Source: an optimization exercise on an open RTL-to-GDS flow (aim: small area and a short achievable clock period). Production flows keep margins and buffers that such runs may drop.
Only simulation tests tie the RTL to the original design; equivalence was not proved.

## flow/design.v (module list and top-level ports; edited modules follow where they fit)
// module TRN_RMS: 415 lines
module TRN_RMS(
    input wire clk,
    input wire reset,
    input wire [19:0] data_in,
    output wire rms_tlast,
    output wire [39:0] result
);
  // ...
==> flow/flow/run.sh <==
#!/bin/bash
# Layout flow: the standard ORFS flow (standard.sh), with two changes:
#  - after the standard synthesis, the logic between the sample registers and
#    the squarer's carry-save registers (sq_s, sq_c) is replaced by the
#    hand-mapped tree in flow/tree.txt (flow/patch.py); registers are untouched;
#  - repair aims at a tighter setup margin, may resize across cell footprints,
#    and ports get buf_2 buffers.
set -euo pipefail
MARGIN=${MARGIN:-5.0}
R=$PWD/orfs/results/sky130hd/TRN_RMS/base
python3 - "$MARGIN" <<'PY'
import re, sys
s = open("standard.sh").read()
s2 = re.sub(r'SETUP_SLACK_MARGIN=\S+', 'SETUP_SLACK_MARGIN=' + sys.argv[1], s)
s2 = s2.replace('"${@:-finish}"', 'MATCH_CELL_FOOTPRINT=0 "${@:-finish}"')
assert s2.count('MATCH_CELL_FOOTPRINT=0') == 1 and 'SETUP_SLACK_MARGIN=' + sys.argv[1] in s2
open("my_standard.sh", "w").write(s2)
PY
export BUFFER_PORTS_ARGS="-buffer_cell sky130_fd_sc_hd__buf_2"
bash my_standard.sh "$R/1_2_yosys.v" > synth.log 2>&1
cp "$R/1_2_yosys.v" "$R/1_2_yosys_standard.v"
python3 flow/patch.py "$R/1_2_yosys_standard.v" flow/tree.txt "$R/1_2_yosys.v" > patch.log 2>&1
bash my_standard.sh > layout.log 2>&1
==> flow/flow/patch.py <==
#!/usr/bin/env python3
"""Replace the synthesized logic that feeds the registers named in a tree
file with the cells the tree file lists.  Registers are untouched.

usage: patch.py netlist.v tree.txt out.v
"""
import re, sys

src, treef, dst = sys.argv[1:4]
text = open(src).read()

cell_re = re.compile(r'^(\s*)(sky130_fd_sc_hd__\w+)\s+(\\\S+\s|\S+)\s*\((.*?)\);\n', re.S | re.M)
pin_re = re.compile(r'\.(\w+)\(\s*(\\\S+\s|[^()\s]+)\s*\)')
OUTPINS = {"X", "Y", "Q", "Q_N", "SUM", "COUT", "HI", "LO"}

cells = []
for m in cell_re.finditer(text):
    typ, inst, body = m.group(2), m.group(3).strip(), m.group(4)
    pins = {p: n.strip() for p, n in pin_re.findall(body)}
    cells.append({"typ": typ, "inst": inst, "pins": pins, "span": m.span()})

def is_ff(c):
    return "__df" in c["typ"]

drv, loads = {}, {}
for i, c in enumerate(cells):
    for p, n in c["pins"].items():
        if p in OUTPINS:
            assert n not in drv, "two drivers on " + n
            drv[n] = i
        else:
            loads.setdefault(n, []).append(i)

regs = {}
for i, c in enumerate(cells):
    if is_ff(c):
        name = re.sub(r'\$_.*$', '', c["inst"].lstrip("\\"))
        regs[name] = i

tree_cells, outs = [], []
for line in open(treef):
    f = line.split()
    if not f or f[0].startswith("#"):
        continue
    if f[0] == "CELL":
        tree_cells.append((f[1], f[2], dict(kv.split("=", 1) for kv in f[3:])))
    elif f[0] == "C":   # compact: C type pin=net ...
        tree_cells.append(("sky130_fd_sc_hd__" + f[1], "ti_%d" % len(tree_cells), dict(kv.split("=", 1) for kv in f[2:])))
    elif f[0] == "OUT":
        outs.append((f[1], f[2]))

def qnet(r):
    return cells[regs[r]]["pins"]["Q"]

rename = {}
roots = []
for r, net in outs:
    if r not in regs:
        sys.exit("patch: register %s not in netlist" % r)
    d = cells[regs[r]]["pins"]["D"]
    if net.startswith("reg:"):
        if d != qnet(net[4:]):
            sys.exit("patch: %s is not fed straight from %s" % (r, net[4:]))
        continue
    if net.startswith("port:"):
        if d != net[5:]:
            sys.exit("patch: %s is not fed straight from port %s" % (r, net[5:]))
        continue
    rename[net] = d
    roots.append(d)

# fan-in cone of the roots, up to registers and ports
cone = set()
stack = list(roots)
seen = set()
while stack:
    n = stack.pop()
    if n in seen:
        continue
    seen.add(n)
    i = drv.get(n)
    if i is None or is_ff(cells[i]):
        continue
    cone.add(i)
    for p, m in cells[i]["pins"].items():
        if p not in OUTPINS:
            stack.append(m)
# keep cone cells whose outputs are used outside the cone
rootset = set(roots)
changed = True
while changed:
    changed = False
    for i in list(cone):
        for p, n in cells[i]["pins"].items():
            if p in OUTPINS:
                users = loads.get(n, [])
                ext = [u for u in users if u not in cone and not (is_ff(cells[u]) and cells[u]["pins"].get("D") == n and n in rootset)]
                port = re.match(r'^(result|rms_tlast)\b', n) is not None
                if ext or port:
                    cone.discard(i)
                    changed = True
                    break
# anything still in the cone that feeds a kept cell must stay too
changed = True
while changed:
    changed = False
    for i in list(cone):
        for p, n in cells[i]["pins"].items():
            if p in OUTPINS and any(u not in cone and not is_ff(cells[u]) for u in loads.get(n, [])):
                cone.discard(i)
                changed = True

# nets the new cells use
def net_of(n):
    if n.startswith("reg:"):
        return qnet(n[4:])
    if n.startswith("port:"):
        return n[5:]
    return rename.get(n, "tn_" + n)

for i in cone:
    for p, n in cells[i]["pins"].items():
        if p in OUTPINS and n in rootset:
            pass
new_wires = set()
out = []
for typ, inst, pins in tree_cells:
    conn = []
    for p, n in pins.items():
        m = net_of(n)
        if m.startswith("tn_"):
            new_wires.add(m)
        conn.append("    .%s(%s)" % (p, m + " " if m.startswith("\\") else m))
    out.append("  %s %s (\n%s\n  );\n" % (typ, inst, ",\n".join(conn)))

# every root must now be driven by exactly one new cell
driven = {}
for typ, inst, pins in tree_cells:
    for p, n in pins.items():
        if p in OUTPINS:
            driven[net_of(n)] = driven.get(net_of(n), 0) + 1
for r in roots:
    if driven.get(r) != 1:
        sys.exit("patch: root %s driven %s times" % (r, driven.get(r)))
    i = drv.get(r)
    if i is not None and i not in cone:
        sys.exit("patch: root %s still driven by kept cell %s" % (r, cells[i]["inst"]))

pieces, last = [], 0
for i in sorted(cone, key=lambda i: cells[i]["span"][0]):
    a, b = cells[i]["span"]
    pieces.append(text[last:a])
    last = b
pieces.append(text[last:])
body = "".join(pieces)
decl = "".join("  wire %s;\n" % w for w in sorted(new_wires))
k = body.rindex("endmodule")
body = body[:k] + decl + "".join(out) + body[k:]
open(dst, "w").write(body)
sys.stderr.write("patch: removed %d cells, added %d cells\n" % (len(cone), len(tree_cells)))
==> flow/standard.sh <==
#!/bin/bash
# synth_recipe.tcl (not shown) runs the flow's synth.tcl, then flattens the netlist and writes it again
# the make line also repeats each setting of config.mk as NAME=value (left out here)
make -C /OpenROAD-flow-scripts/flow DESIGN_CONFIG=/design/flow/config.mk WORK_HOME=/design/flow/orfs CLKGATE_MAP_FILE= SYNTH_SCRIPT=/design/flow/synth_recipe.tcl "${@:-finish}"
==> flow/config.mk <==
export PLATFORM = sky130hd
export DESIGN_NAME = TRN_RMS
export DESIGN_NICKNAME = TRN_RMS
export VERILOG_FILES = /design/flow/design.v
export SDC_FILE = /design/flow/constraint.sdc
export NUM_CORES = 4
export LEC_CHECK = 0
export CAP_MARGIN = 20
export CORE_MARGIN = 2
export CORE_UTILIZATION = 70
export CTS_BUF_LIST = sky130_fd_sc_hd__clkbuf_8
export PLACE_DENSITY = 0.8
export SETUP_SLACK_MARGIN = 5
export SLEW_MARGIN = 20
export TNS_END_PERCENT = 100
==> flow/constraint.sdc <==
create_clock -name core_clock -period 8.0 [get_ports {clk}]
set_input_delay 1.6000 -clock core_clock [delete_from_list [all_inputs] [get_ports {clk}]]
set_output_delay 1.6000 -clock core_clock [all_outputs]
set_load 0.01 [all_outputs]
Not shown: flow/flow/tree.txt
==> impl_metrics.csv, run 1 <==
group,metric,value,unit
cells_and_area,seqCellArea,3240,µm²
cells_and_area,dominant-cell-class,"multi-input combinational cells",
outcome,status,"timing/DRC/antenna clean",
placement,gp_congestion,0.922,
cells_and_area,clkbuf_count,17,
sta,fin_crit_sh,0.360,
detailed_routing,first_pass_iters,5,
detailed_routing,remaining_drc_errors,0,
cells_and_area,top_register,"acc",
cells_and_area,clk_share,0.0361,
clock_tree,htree_levels,4,
worst_setup_path,r2r-start,"acc[5]",
detailed_routing,wl_met1,9390,µm
placement,preCtsSetupSlack,4.26,ns
worst_setup_path,cp_cell_sequence,"fa_1, nor2_1, o21ai_1, a21oi_1, o21ai_4, a21oi_2, buf_6, o21ai_4, buf_12, a21oi_1, xor2_1, nor2_1",
worst_setup_path,critPathMaxStageDelay,0.54,ns
global_routing,grt_usage,0.282,
yosys,postSynthAreaPerCell,9.01,µm²
detailed_routing,final_antenna_net_count,0,
worst_hold_path,hold_depth,0,
clock_tree,cts_max_path_buffers,2,
detailed_routing,wl_met3,1410,µm
cells_and_area,seq_cells,153,
cells_and_area,n_antenna_cell,0,
global_routing,top_usage_layer,"met2",
placement,hpwl,16500,µm
flow_run,max_cap_viol_count,0,
worst_setup_path,cp-startpoint,"acc[5]",
clock_tree,cts.clk_slew.worst_paths,0.09,ns
sta,fin_skew,0.0164,ns
yosys,synthCells,1196,
detailed_routing,detail_route.iter0.violations,509,
cells_and_area,instances_no_fill,1440,
==> inputs of run 2 (changes only) <==
--- a/flow/flow/run.sh
+++ b/flow/flow/run.sh
@@ -7,5 +7,5 @@
 #    and ports get buf_2 buffers.
 set -euo pipefail
-MARGIN=${MARGIN:-5.0}
+MARGIN=${MARGIN:-5.4}
 R=$PWD/orfs/results/sky130hd/TRN_RMS/base
 python3 - "$MARGIN" <<'PY'
==> run 2 against run 1 <==
Compared with the run above:
- core utilization rose by 7.7 points
- non-clock buffer count rose by 48
- worst hold slack improved by 0.00065 ns
- global-route usage rose by 2.1 points
- cell count rose by 3.3%
- critical path depth fell by 6
- wire length rose by 18%
- flip-flop and latch count did not move
==> impl_metrics.csv, run 2 <==
group,metric,value,unit
die,rows,45,
global_routing,grt_pass1_wl,38300,µm
sta,worst_pin_slew,0.990,ns
sta,fin_hold_ws,0.348,ns
worst_setup_path,required,8.36,ns
cells_and_area,reg_top3,"acc: 45 flops, sq_s: 38 flops, sq_c: 34 flops",
cells_and_area,n_antenna_cell,0,
detailed_routing,via_count,8199,
clock_tree,root_buffer,"clkbuf_8",
sta,fin_crit_sh,0.338,
die,initial_core_util,0.711,
clock_tree,numCtsBuffers,17,
cells_and_area,mostFrequentLayoutCell,"nor2_1",
global_routing,grt_usage,0.304,
placement,hpwl,16400,µm
cells_and_area,final_area,12700,µm²
detailed_routing,finalWirelength,25600,µm
worst_setup_path,cpMaxStageDelayCell,"fa_1",
die,fp.dieW,128,µm
worst_setup_path,worst-path-buf-inv,1,
worst_setup_path,path_delay_family,"adder cells",
yosys,synthesis.area,10800,µm²
cells_and_area,largest_reg_flops,45,
clock_tree,cts_max_path_buffers,2,
flow_run,max_cap_viol_count,0,
clock_tree,insertion_delay,0.48,ns
yosys,yosysWarnings,1,
clock_tree,cts.clk_slew.worst_paths,0.09,ns
clock_tree,htree_levels,4,
worst_setup_path,start_kind,"register",
die,io_pins,63,
clock_tree,cts_tree,"built",
worst_setup_path,path_class,"reg -> reg",
worst_setup_path,cp_cell_sequence,"inv_2, nor2_1, fa_2, fa_2, fa_1, fa_1",
placement,place_area,11100,µm²
detailed_routing,detail_route.iter0.violations,598,
global_routing,antenna_found_initial,0,
cells_and_area,drive_above_1_share,0.304,
cells_and_area,fillers,808,
detailed_routing,first_pass_iters,5,
sta,rsz0062_at_grt,"true",
cells_and_area,top_register,"acc",
cells_and_area,syn_to_final_growth,17.7,%
detailed_routing,viasPerCell,5.51,
sta,hold_viol_final,0,
yosys,synthCells,1196,
cells_and_area,final_cell_mix,"nor2_1, nand2_1, fa_1",
global_routing,grt_pass1_vias,8064,
placement,gp_congestion,0.911,
sta,max_freq,370,MHz
clock_tree,clkSinkCount,153,
sta,fin_skew,0.0112,ns
sta,slew_viol_final,0,
sta,fin_setup_tns,0,ns
global_routing,grt-ovfl-total,0,
worst_setup_path,cp_max_fo,4,
worst_setup_path,critPathMaxStageDelay,0.54,ns
outcome,status,"timing/DRC/antenna clean",
worst_hold_path,hold_path.class,"reg -> reg",
sta,setup_viol,0,
die,fp.dieH,128,µm
sta,relSlewSlack,0.340,
placement,io_buffers,60,
sta,min_period,2.70,ns
worst_setup_path,crit_arrival,3.06,ns
detailed_routing,remaining_drc_errors,0,
detailed_routing,wl_per_cell,17.2,µm
die,coreArea,15100,µm²
worst_setup_path,end_kind,"register",
global_routing,grt_max_degree,46,
die,dieArea,16400,µm²
detailed_routing,final_antenna_net_count,0,
cells_and_area,fin_nets,1495,
yosys,postSynthAreaPerCell,9.01,µm²
clock_tree,postCtsHoldBufs,0,
[run 2: changes by cell type in the layout (fill, tap and decap cells not counted), sizes merged]
cell,change
buf,+46
inv,-5
clkinv,+4
clkbuf,+2
bufinv,+1
clkdlybuf4s15,+1
clkinvlp,-1
[run 2: worst paths after layout]
path,start,end,slack (ns),cells past startpoint
max,u[3],sq_c[20],5.30,6
min,a19,sq_s[37],0.35,0
max reg2reg,u[3],sq_c[20],5.30,6
min reg2reg,a19,sq_s[37],0.35,0
max in group asynchronous,reset,u[17],6.44,3
min in group asynchronous,reset,cnt[1],1.21,3
[run 2: layer usage]
layer / track usage / routed length (µm) / up-vias
met5: 0 / 0 / -
met4: 0.118 / 1000 / 0
met3: 0.0689 / 1880 / 90
met2: 0.492 / 12600 / 398
met1: 0.403 / 10000 / 3940
li1: - / - / 3771
[run 2: final cells by class]
class                   count  area, µm²  area share
multi-input cells         862       7230       0.570
flip-flops and latches    153       3320       0.261
repair buffers            111        857      0.0676
inverters                 142        608      0.0479
clock buffers              18        248      0.0195
well taps                 188        235      0.0185
clock inverters            14        186      0.0147
[run 2: metrics by stage]
stage / setup WS (ns) / std cells / util
final: 5.30 / 1488 / 0.838
after global routing: 5.22 / 1488 / 0.838
after CTS: 5.35 / 1468 / 0.793
after detailed placement: 4.83 / 1407 / 0.731
after global placement: 4.96 / 1407 / 0.731
after floorplan: 5.41 / 1197 / -
[run 2: timing repair]
item	4_1_cts	5_1_grt
buffers inserted	29	18
pin swaps	20	34
hold endpoints to repair	0	0
gates cloned	0	2
endpoints found under the setup margin	88	83
gates resized for setup	120	141

==> port drivers added, routing unchanged <==
Ports are ideal in the flow. The routed layouts listed here were re-timed in OpenROAD.
Step 1: set_driving_cell puts a clkbuf_16 on clk and a buf_2 on each other input, an assumption about the parent block.
Step 2, shift: input delay + t, output delay - t, t = (earliest + latest rising clock arrival at the registers) / 2. This alone moves slack from input paths to output paths.
Three values: ideal, step 1, step 2; two values: the first two.
run | t (ns) | setup WS [ns] | worst setup path at the end
run 1 | 0.487 | 5.122 / 5.122 / 4.902 | input to register
run 2 | 0.518 | 5.296 / 5.296 / 5.002 | input to register
After both steps setup and hold are still met in every run listed. The setup slack of run 2, which loses most, moves by 0.000 ns with the drivers and by -0.294 ns with both steps.
